From an optimization exercise on the open Yosys and OpenROAD flow, aimed at small area; shortcuts taken in it are not production practice.
Only simulation tests tie the RTL to the original design; equivalence was not proved.
The clock input has no modelled driver; a real chip could not lean on it and would need a root buffer or a full tree.
Power figures rest on the tool's default switching activity, not on a simulated workload.

==> inputs of job 112 <==
## simple_cpu
module simple_cpu (
    input  wire       CLK,
    input  wire       RST,         
    input  wire       Rx_in,
    output wire       Tx_out,
    output wire [7:0] LED_out
);
==> module simple_cpu, before the edit <==
module simple_cpu (
    input  wire       CLK,
    input  wire       RST,         
    input  wire       Rx_in,
    output wire       Tx_out,
    output wire [7:0] LED_out
);
    reg  [7:0]  cnt;
    reg  [3:0]  bn;        
    reg  [2:0]  st;        
    reg  [15:0] ar;        
    reg  [7:0]  H;         
    reg         txq;       
    reg  [7:0]  L;         
    reg  [2:0]  op;
    reg         c;         
    reg         sv;        
    wire [3:0] p = cnt[3:0];
    wire [2:0] d = bn[2:0];
    wire tx     = st[2] & (st[1] | st[0]);    
    wire idle   = bn[3] & ~bn[1] & bn[0];     
    wire wrap   = tx ? (cnt[7] & cnt[6] & cnt[4] & cnt[3])
                     : (cnt[7:5] == 3'b110) & (cnt[4] == bn[0]) & (p == 4'd15);
    wire win    = cnt[7:4] == 4'd6;
    wire win1   = cnt[7:4] == 4'd4;
    wire stop   = bn == 4'd8;
    wire data   = ~bn[3];
    wire p0     = p == 4'd0;
    wire p15    = p == 4'd15;
    wire at     = ar[15];                      
    wire eq     = p == {st == 3'd1, d};        
    wire armed  = p[3] | (p[2:0] >= d);        
    reg am;
    always @(*) begin
        case (d)
            3'd0: am = ar[15];
            3'd1: am = ar[0];
            3'd2: am = ar[1];
            3'd3: am = ar[2];
            3'd4: am = ar[3];
            3'd5: am = ar[4];
            3'd6: am = ar[5];
            default: am = ar[6];
        endcase
    end
    wire op_sub = op == 3'd2;
    wire op_mul = op == 3'd3;
    wire op_not = op == 3'd6;
    wire arith  = ~op[2];
    wire st2 = st == 3'd2;
    wire st3 = st == 3'd3;
    wire st4 = st == 3'd4;
    wire p_data  = (st3 | st4) & data;
    wire p_hinit = st2 & stop & p[3];
    wire p_fix   = st4 & stop;
    wire act16   = win & st4 & (data | stop);
    wire act     = act16 | (win & ((st3 & data & ~p[3]) | p_hinit));
    wire tail     = act16 ? L[0] : H[0];
    wire init_val = ~op_mul & (at ^ op_not);
    wire first    = st4 & (bn == 4'd0) & ~p[3];
    wire B        = Rx_in;
    reg a;
    always @(*) begin
        if (act & (p_hinit | first))
            a = init_val;
        else if (act & p_fix & sv)
            a = c ^ p15;
        else
            a = tail;
    end
    reg b;
    always @(*) begin
        b = 1'b0;
        if (act & p_data) begin
            case (op)
                3'd1, 3'd7: b = B & eq;
                3'd2:       b = B & armed;
                3'd3:       b = B & am & armed;
                3'd4:       b = ~B & eq & a;
                3'd5:       b = B & eq & ~a;
                default:    b = 1'b0;
            endcase
        end
    end
    wire ce   = act & c & arith & p_data & ~p0;
    wire sum  = a ^ b ^ ce;
    wire cout = (a & b) | (a & ce) | (b & ce);
    wire w1p  = st4 & stop & win1 & p15;
    wire load_a  = (st == 3'd1 | st2) & data & win & eq;
    wire load_op = (st == 3'd0) & data & (d < 3'd3) & win & eq;
    wire [3:0] bn1 = bn + 4'd1;
    wire txnext = bn1[3] ? ~bn1[2] : ((st == 3'd5) ? H[0] : L[bn1[2:0]]);
    always @(posedge CLK or negedge RST) begin
        if (!RST) begin
            cnt  <= 8'd0;
            bn   <= 4'd9;
            st   <= 3'd0;
            L    <= 8'd0;
            txq  <= 1'b1;
        end else begin
            if (tx & wrap)
                txq <= txnext;
            if (act16)
                L <= {H[0], L[7:1]};
            if (idle) begin
                cnt <= {4'd0, p + 4'd1};
                if (!Rx_in)
                    bn <= 4'd15;
            end else begin
                cnt <= cnt + 8'd1;
                if (wrap) begin
                    cnt[7:4] <= 4'd0;
                    if (tx) cnt[3:0] <= 4'd0;
                    bn <= bn + 4'd1;
                end
                if (stop & (tx ? wrap : (cnt[7:4] == 4'd7) & p15)) begin
                    cnt[7:4] <= 4'd0;
                    if (st == 3'd6) begin
                        st <= 3'd0;
                        bn <= 4'd9;
                    end else begin
                        st <= st + 3'd1;
                        bn <= st[2] ? 4'd15 : 4'd9;
                        if (st[2]) cnt[3:0] <= 4'd0;
                        if (st[2] & ~st[1]) txq <= 1'b0;    
                    end
                end
            end
        end
    end
    always @(posedge CLK) begin
        ar <= {ar[14:0], load_a ? Rx_in : at};
        H <= {sum, H[7:1]};
        if (load_op)
            op <= {Rx_in, op[2:1]};
        if (w1p)
            c <= H[0];
        else if (act & ~p_fix)
            c <= cout;
        if (st3 & (bn == 4'd7) & win)
            sv <= B ^ op_sub;                                
        else if (w1p)
            sv <= (at ~^ sv) & (at ^ H[0]) & (op == 3'd1 | op_sub);   
    end
    assign Tx_out  = txq;
    assign LED_out = L;
endmodule
export LEC_CHECK = 0
export CAP_MARGIN = 20
export CORE_MARGIN = 2
export CORE_UTILIZATION = 40
export PLACE_DENSITY = 0.6
export SLEW_MARGIN = 20
create_clock -name core_clock -period 10.0 [get_ports {CLK}]
standard.sh (not shown) runs the stock make flow with config.mk's settings and CLKGATE_MAP_FILE= SYNTH_SCRIPT=/design/flow/synth_recipe.tcl, a recipe that flattens the netlist after the stock synthesis.
==> flow/flow/run.sh <==
#!/bin/bash
# Own layout flow: the standard flow (standard.sh: same synthesis script,
# same steps, same floorplan, power grid and tap cells) with three settings
# changed for a smaller layout of this small, slow design:
#  - synthesis restructures logic with ABC's &deepsyn and maps it with the
#    area-oriented mapper (amap) instead of
#    the delay-oriented script; flip-flops are mapped exactly as before;
#  - port buffers use the smallest buffer (buf_1); every input and output
#    port still gets one;
set -uo pipefail
here=$(pwd)
rm -rf "$here/scripts_own"
cp -r "$FLOW_HOME/scripts" "$here/scripts_own"
cp "$here/flow/abc_area_map.script" "$here/scripts_own/abc_speed.script"
export SCRIPTS_DIR="$here/scripts_own"
export BUFFER_PORTS_ARGS="-buffer_cell sky130_fd_sc_hd__buf_1"
export POST_CTS_TCL="$here/flow/no_root_buffer.tcl"
export CTS_ARGS="-sink_clustering_enable -sink_clustering_size 30 -sink_clustering_max_diameter 200 -repair_clock_nets -buf_list sky130_fd_sc_hd__clkbuf_8 -root_buf sky130_fd_sc_hd__clkbuf_8 -dont_use_dummy_load"
bash standard.sh > standard.log 2>&1
status=$?
tail -5 standard.log
exit $status
==> flow/flow/abc_area_map.script <==
strash
&get -n
&deepsyn -J 20
&put
dch -f
amap
==> flow/flow/no_root_buffer.tcl <==
set block [ord::get_db_block]
set port_net [$block findNet CLK]
set root ""
foreach it [$port_net getITerms] {
  set inst [$it getInst]
  if {[string match "*clkbuf*" [[$inst getMaster] getName]]} { set root $inst }
}
if {$root eq ""} { error "no root clock buffer" }
if {[llength [$port_net getITerms]] != 1} { error "clock port drives more than the root buffer" }
set root_out ""
foreach it [$root getITerms] {
  if {[$it isOutputSignal]} { set root_out [$it getNet] }
}
set leaves 0
foreach it [$root_out getITerms] {
  set inst [$it getInst]
  if {$inst eq $root} { continue }
  if {![string match "*clkbuf*" [[$inst getMaster] getName]]} { error "root buffer drives a non-buffer" }
  incr leaves
}
if {$leaves > 4} { error "root buffer drives $leaves leaf buffers" }
foreach it [$root_out getITerms] {
  if {[$it getInst] eq $root} { continue }
  $it disconnect
  $it connect $port_net
}
odb::dbInst_destroy $root
odb::dbNet_destroy $root_out
puts "no_root_buffer: clock port now drives $leaves leaf clock buffers"
detailed_placement
check_placement -verbose
estimate_parasitics -placement
report_clock_skew
==> job 3694: changes against job 112 <==
--- a/flow/design.v
+++ b/flow/design.v
@@ -7,5 +7,6 @@
 );
-    reg  [7:0]  cnt;
+    reg  [3:0]  u;         
+    reg  [3:0]  p;         
     reg  [3:0]  bn;        
-    reg  [2:0]  st;        
+    reg  [2:0]  st;
     reg  [15:0] ar;        
@@ -17,5 +18,15 @@
     reg         sv;        
-    wire [3:0] p = cnt[3:0];
+    wire [7:0] cnt = {u, p};
     wire [2:0] d = bn[2:0];
-    wire tx     = st[2] & (st[1] | st[0]);    
+    wire s_ins  = ~st[2] & ~st[1];
+    wire s_ahi  = ~st[2] & ~st[0];
+    wire s_a    = (st[2] ^ st[1]) & (st[2] ~^ st[0]);    
+    wire s_b    = st[1] & st[0];                         
+    wire st3    = s_b & ~st[2];                          
+    wire st4    = s_b & st[2];                           
+    wire s_alo  = s_a & st[2];
+    wire tx     = st[2] & ~st[0];                        
+    wire s_tx1  = tx & st[1];
+    wire s_tx2  = tx & ~st[1];
+    wire [2:0] st_next = {st[1:0], st[2] ^ st[1]};
     wire idle   = bn[3] & ~bn[1] & bn[0];     
@@ -24,3 +35,2 @@
     wire win    = cnt[7:4] == 4'd6;
-    wire win1   = cnt[7:4] == 4'd4;
     wire stop   = bn == 4'd8;
@@ -30,3 +40,3 @@
     wire at     = ar[15];                      
-    wire eq     = p == {st == 3'd1, d};        
+    wire eq     = p == {s_ahi, d};             
     wire armed  = p[3] | (p[2:0] >= d);        
@@ -49,7 +59,4 @@
     wire arith  = ~op[2];
-    wire st2 = st == 3'd2;
-    wire st3 = st == 3'd3;
-    wire st4 = st == 3'd4;
-    wire p_data  = (st3 | st4) & data;
-    wire p_hinit = st2 & stop & p[3];
+    wire p_data  = s_b & data;
+    wire p_hinit = s_alo & stop & p[3];
     wire p_fix   = st4 & stop;
@@ -65,4 +72,4 @@
             a = init_val;
-        else if (act & p_fix & sv)
-            a = c ^ p15;
+        else if (act & p_fix & c)
+            a = sv ^ ~p15;           
         else
@@ -87,12 +94,13 @@
     wire cout = (a & b) | (a & ce) | (b & ce);
-    wire w1p  = st4 & stop & win1 & p15;
-    wire load_a  = (st == 3'd1 | st2) & data & win & eq;
-    wire load_op = (st == 3'd0) & data & (d < 3'd3) & win & eq;
+    wire w1p  = act16 & (bn == 4'd7) & p15;      
+    wire load_a  = s_a & data & win & eq;
+    wire load_op = s_ins & data & (d < 3'd3) & win & eq;
     wire [3:0] bn1 = bn + 4'd1;
-    wire txnext = bn1[3] ? ~bn1[2] : ((st == 3'd5) ? H[0] : L[bn1[2:0]]);
+    wire txnext = bn1[3] ? ~bn1[2] : (s_tx1 ? H[0] : L[bn1[2:0]]);
+    wire fe = stop & (tx ? wrap : (u == 4'd7) & p15);    
+    wire [7:0] cnt1 = cnt + 8'd1;
     always @(posedge CLK or negedge RST) begin
         if (!RST) begin
-            cnt  <= 8'd0;
             bn   <= 4'd9;
-            st   <= 3'd0;
+            st   <= 3'b001;
             L    <= 8'd0;
@@ -105,3 +113,2 @@
             if (idle) begin
-                cnt <= {4'd0, p + 4'd1};
                 if (!Rx_in)
@@ -109,19 +116,8 @@
             end else begin
-                cnt <= cnt + 8'd1;
-                if (wrap) begin
-                    cnt[7:4] <= 4'd0;
-                    if (tx) cnt[3:0] <= 4'd0;
+                if (wrap)
                     bn <= bn + 4'd1;
-                end
-                if (stop & (tx ? wrap : (cnt[7:4] == 4'd7) & p15)) begin
-                    cnt[7:4] <= 4'd0;
-                    if (st == 3'd6) begin
-                        st <= 3'd0;
-                        bn <= 4'd9;
-                    end else begin
-                        st <= st + 3'd1;
-                        bn <= st[2] ? 4'd15 : 4'd9;
-                        if (st[2]) cnt[3:0] <= 4'd0;
-                        if (st[2] & ~st[1]) txq <= 1'b0;    
-                    end
+                if (fe) begin
+                    st <= st_next;
+                    bn <= (st[2] & st[1]) ? 4'd15 : 4'd9;
+                    if (st[2] & st[1]) txq <= 1'b0;     
                 end
@@ -129,2 +125,6 @@
         end
+    end
+    always @(posedge CLK) begin
+        u <= (idle | wrap | fe) ? 4'd0 : cnt1[7:4];
+        p <= ((tx & wrap) | (idle & s_ins)) ? 4'd0 : cnt1[3:0];
     end
@@ -136,9 +136,7 @@
         if (w1p)
-            c <= H[0];
+            c <= (at ~^ sv) & (at ^ sum) & (op == 3'd1 | op_sub);
         else if (act & ~p_fix)
             c <= cout;
-        if (st3 & (bn == 4'd7) & win)
-            sv <= B ^ op_sub;                                
-        else if (w1p)
-            sv <= (at ~^ sv) & (at ^ H[0]) & (op == 3'd1 | op_sub);   
+        if (st3 & data & win)
+            sv <= B ^ op_sub;        
     end
==> flow/flow/run.sh (replaced) <==
#!/bin/bash
# Own layout flow: the standard flow (standard.sh: same synthesis script,
# same steps, same floorplan, power grid and tap cells) with these settings
# changed for a smaller layout of this small, slow design:
#  - synthesis restructures the logic with ABC's &deepsyn and maps it with
#    the area-oriented mapper (amap) instead of the delay-oriented script;
#    flip-flops are mapped exactly as before. A few such ABC scripts
#    (flow/abc_*.script) are tried, and the one whose netlist has the least
#    cell area is used for the layout;
#  - port buffers use the smallest buffer (buf_1); every input and output
#    port still gets one;
set -uo pipefail
here=$(pwd)
rm -rf "$here/scripts_own"
cp -r "$FLOW_HOME/scripts" "$here/scripts_own"
export SCRIPTS_DIR="$here/scripts_own"
stat_file="$here/orfs/reports/$FLOW_PLATFORM/simple_cpu/base/synth_stat.txt"

best=""; best_area=""
for s in "$here"/flow/abc_*.script; do
  name=$(basename "$s" .script)
  cp "$s" "$SCRIPTS_DIR/abc_speed.script"
  rm -rf "$here/orfs"
  bash standard.sh synth > "synth_$name.log" 2>&1
  area=$(awk '/Chip area for module/ {print $NF}' "$stat_file" 2>/dev/null | tail -1)
  echo "$name: ${area:-failed}" | tee -a synth_choice.log
  if [[ -n "$area" ]] && { [[ -z "$best_area" ]] || awk -v a="$area" -v b="$best_area" 'BEGIN {exit !(a < b)}'; }; then
    best="$s"; best_area="$area"
  fi
done
if [[ -z "$best" ]]; then echo "no synthesis succeeded"; exit 1; fi
echo "using $(basename "$best") ($best_area um2)" | tee -a synth_choice.log
cp "$best" "$SCRIPTS_DIR/abc_speed.script"
rm -rf "$here/orfs"

export BUFFER_PORTS_ARGS="-buffer_cell sky130_fd_sc_hd__buf_1"
export POST_CTS_TCL="$here/flow/no_root_buffer.tcl"
export CTS_ARGS="-sink_clustering_enable -repair_clock_nets -buf_list sky130_fd_sc_hd__clkbuf_8 -root_buf sky130_fd_sc_hd__clkbuf_8 -dont_use_dummy_load"
bash standard.sh > standard.log 2>&1
status=$?
tail -5 standard.log
exit $status
==> flow/flow/abc_dj10s7.script (new file) <==
strash
&get -n
&deepsyn -J 10 -S 7
&put
dch -f
amap
==> flow/flow/abc_dj2.script (new file) <==
strash
&get -n
&deepsyn -J 20
&put
dch -f
amap
strash
dch -f
amap
==> flow/flow/abc_dj20.script (new file) <==
strash
&get -n
&deepsyn -J 20
&put
dch -f
amap
==> flow/flow/abc_dj50.script (new file) <==
strash
&get -n
&deepsyn -J 50
&put
dch -f
amap
removed: flow/flow/abc_area_map.script
==> comparison table <==
	job 112	job 3694
GRT Overall Usage	17.6%	16.5%
Slowest CP cell	a211oi_2	fa_1
RePlAce Congestion	0.932	0.884
CTS clock-pin slew for the worst setup and hold paths	0.10 ns	0.11 ns
Routed length on met3	297 um	187 um
Fin Clk Skew	0.0187 ns	0.0322 ns
Largest net degree at the start of global routing	25	19
Area fraction of the dominant cell type after synthesis	22.4%	28.0%
Die height	80.5 um	79.7 um
Slew of the pin with the lowest slew margin	0.616 ns	0.883 ns
Detailed-routing wirelength on met1	2600 um	2330 um
Fraction of area in clock buffers and inverters	2.17%	2.22%
VDD IR-drop max	0.0693 mV	0.0554 mV
Post-layout minimum cycle time	4.29 ns	4.43 ns
PwrDens	121 mW/mm^2	123 mW/mm^2
Worst hold path startpoint	ar[13]	ar[9]
Total length of routed wires	5260 um	4790 um
Hold Path Sink	ar[14]	ar[10]
Outcome	no timing/DRC/antenna violations	no timing/DRC/antenna violations
Grt met3 use	3.37%	2.83%
Max_slew headroom	58.6%	41.1%

## afterwards: timing with drivers on the ports
How much do the figures lean on ideal ports? The routed layouts below were timed once more, with nothing changed but the port constraints.
Step 1 sets driving cells, clkbuf_16 on the clock port and buf_2 on the other inputs (assumed; they add their load-dependent delay and slew).
Step 2 times the ports against the registers' clock, not the clock port: input delays grow and output delays shrink by t, the midpoint of the rising clock arrivals with the driver on.
Three values: ideal ports, drivers, drivers and shift; two values: the first two.
run | t, ns | setup slack, ns | worst hold slack (ns) | slew at the worst register clock pin (ns) | pins driven straight from the clock port
job 112 | 0.200 | 5.707 / 5.707 / 5.707 | 0.325 / 0.325 / 0.325 | 0.10 / 0.10 | 4
job 3694 | 0.201 | 5.572 / 5.572 / 5.572 | 0.316 / 0.316 / 0.316 | 0.11 / 0.11 | 4
After both steps every run listed still meets setup and hold.
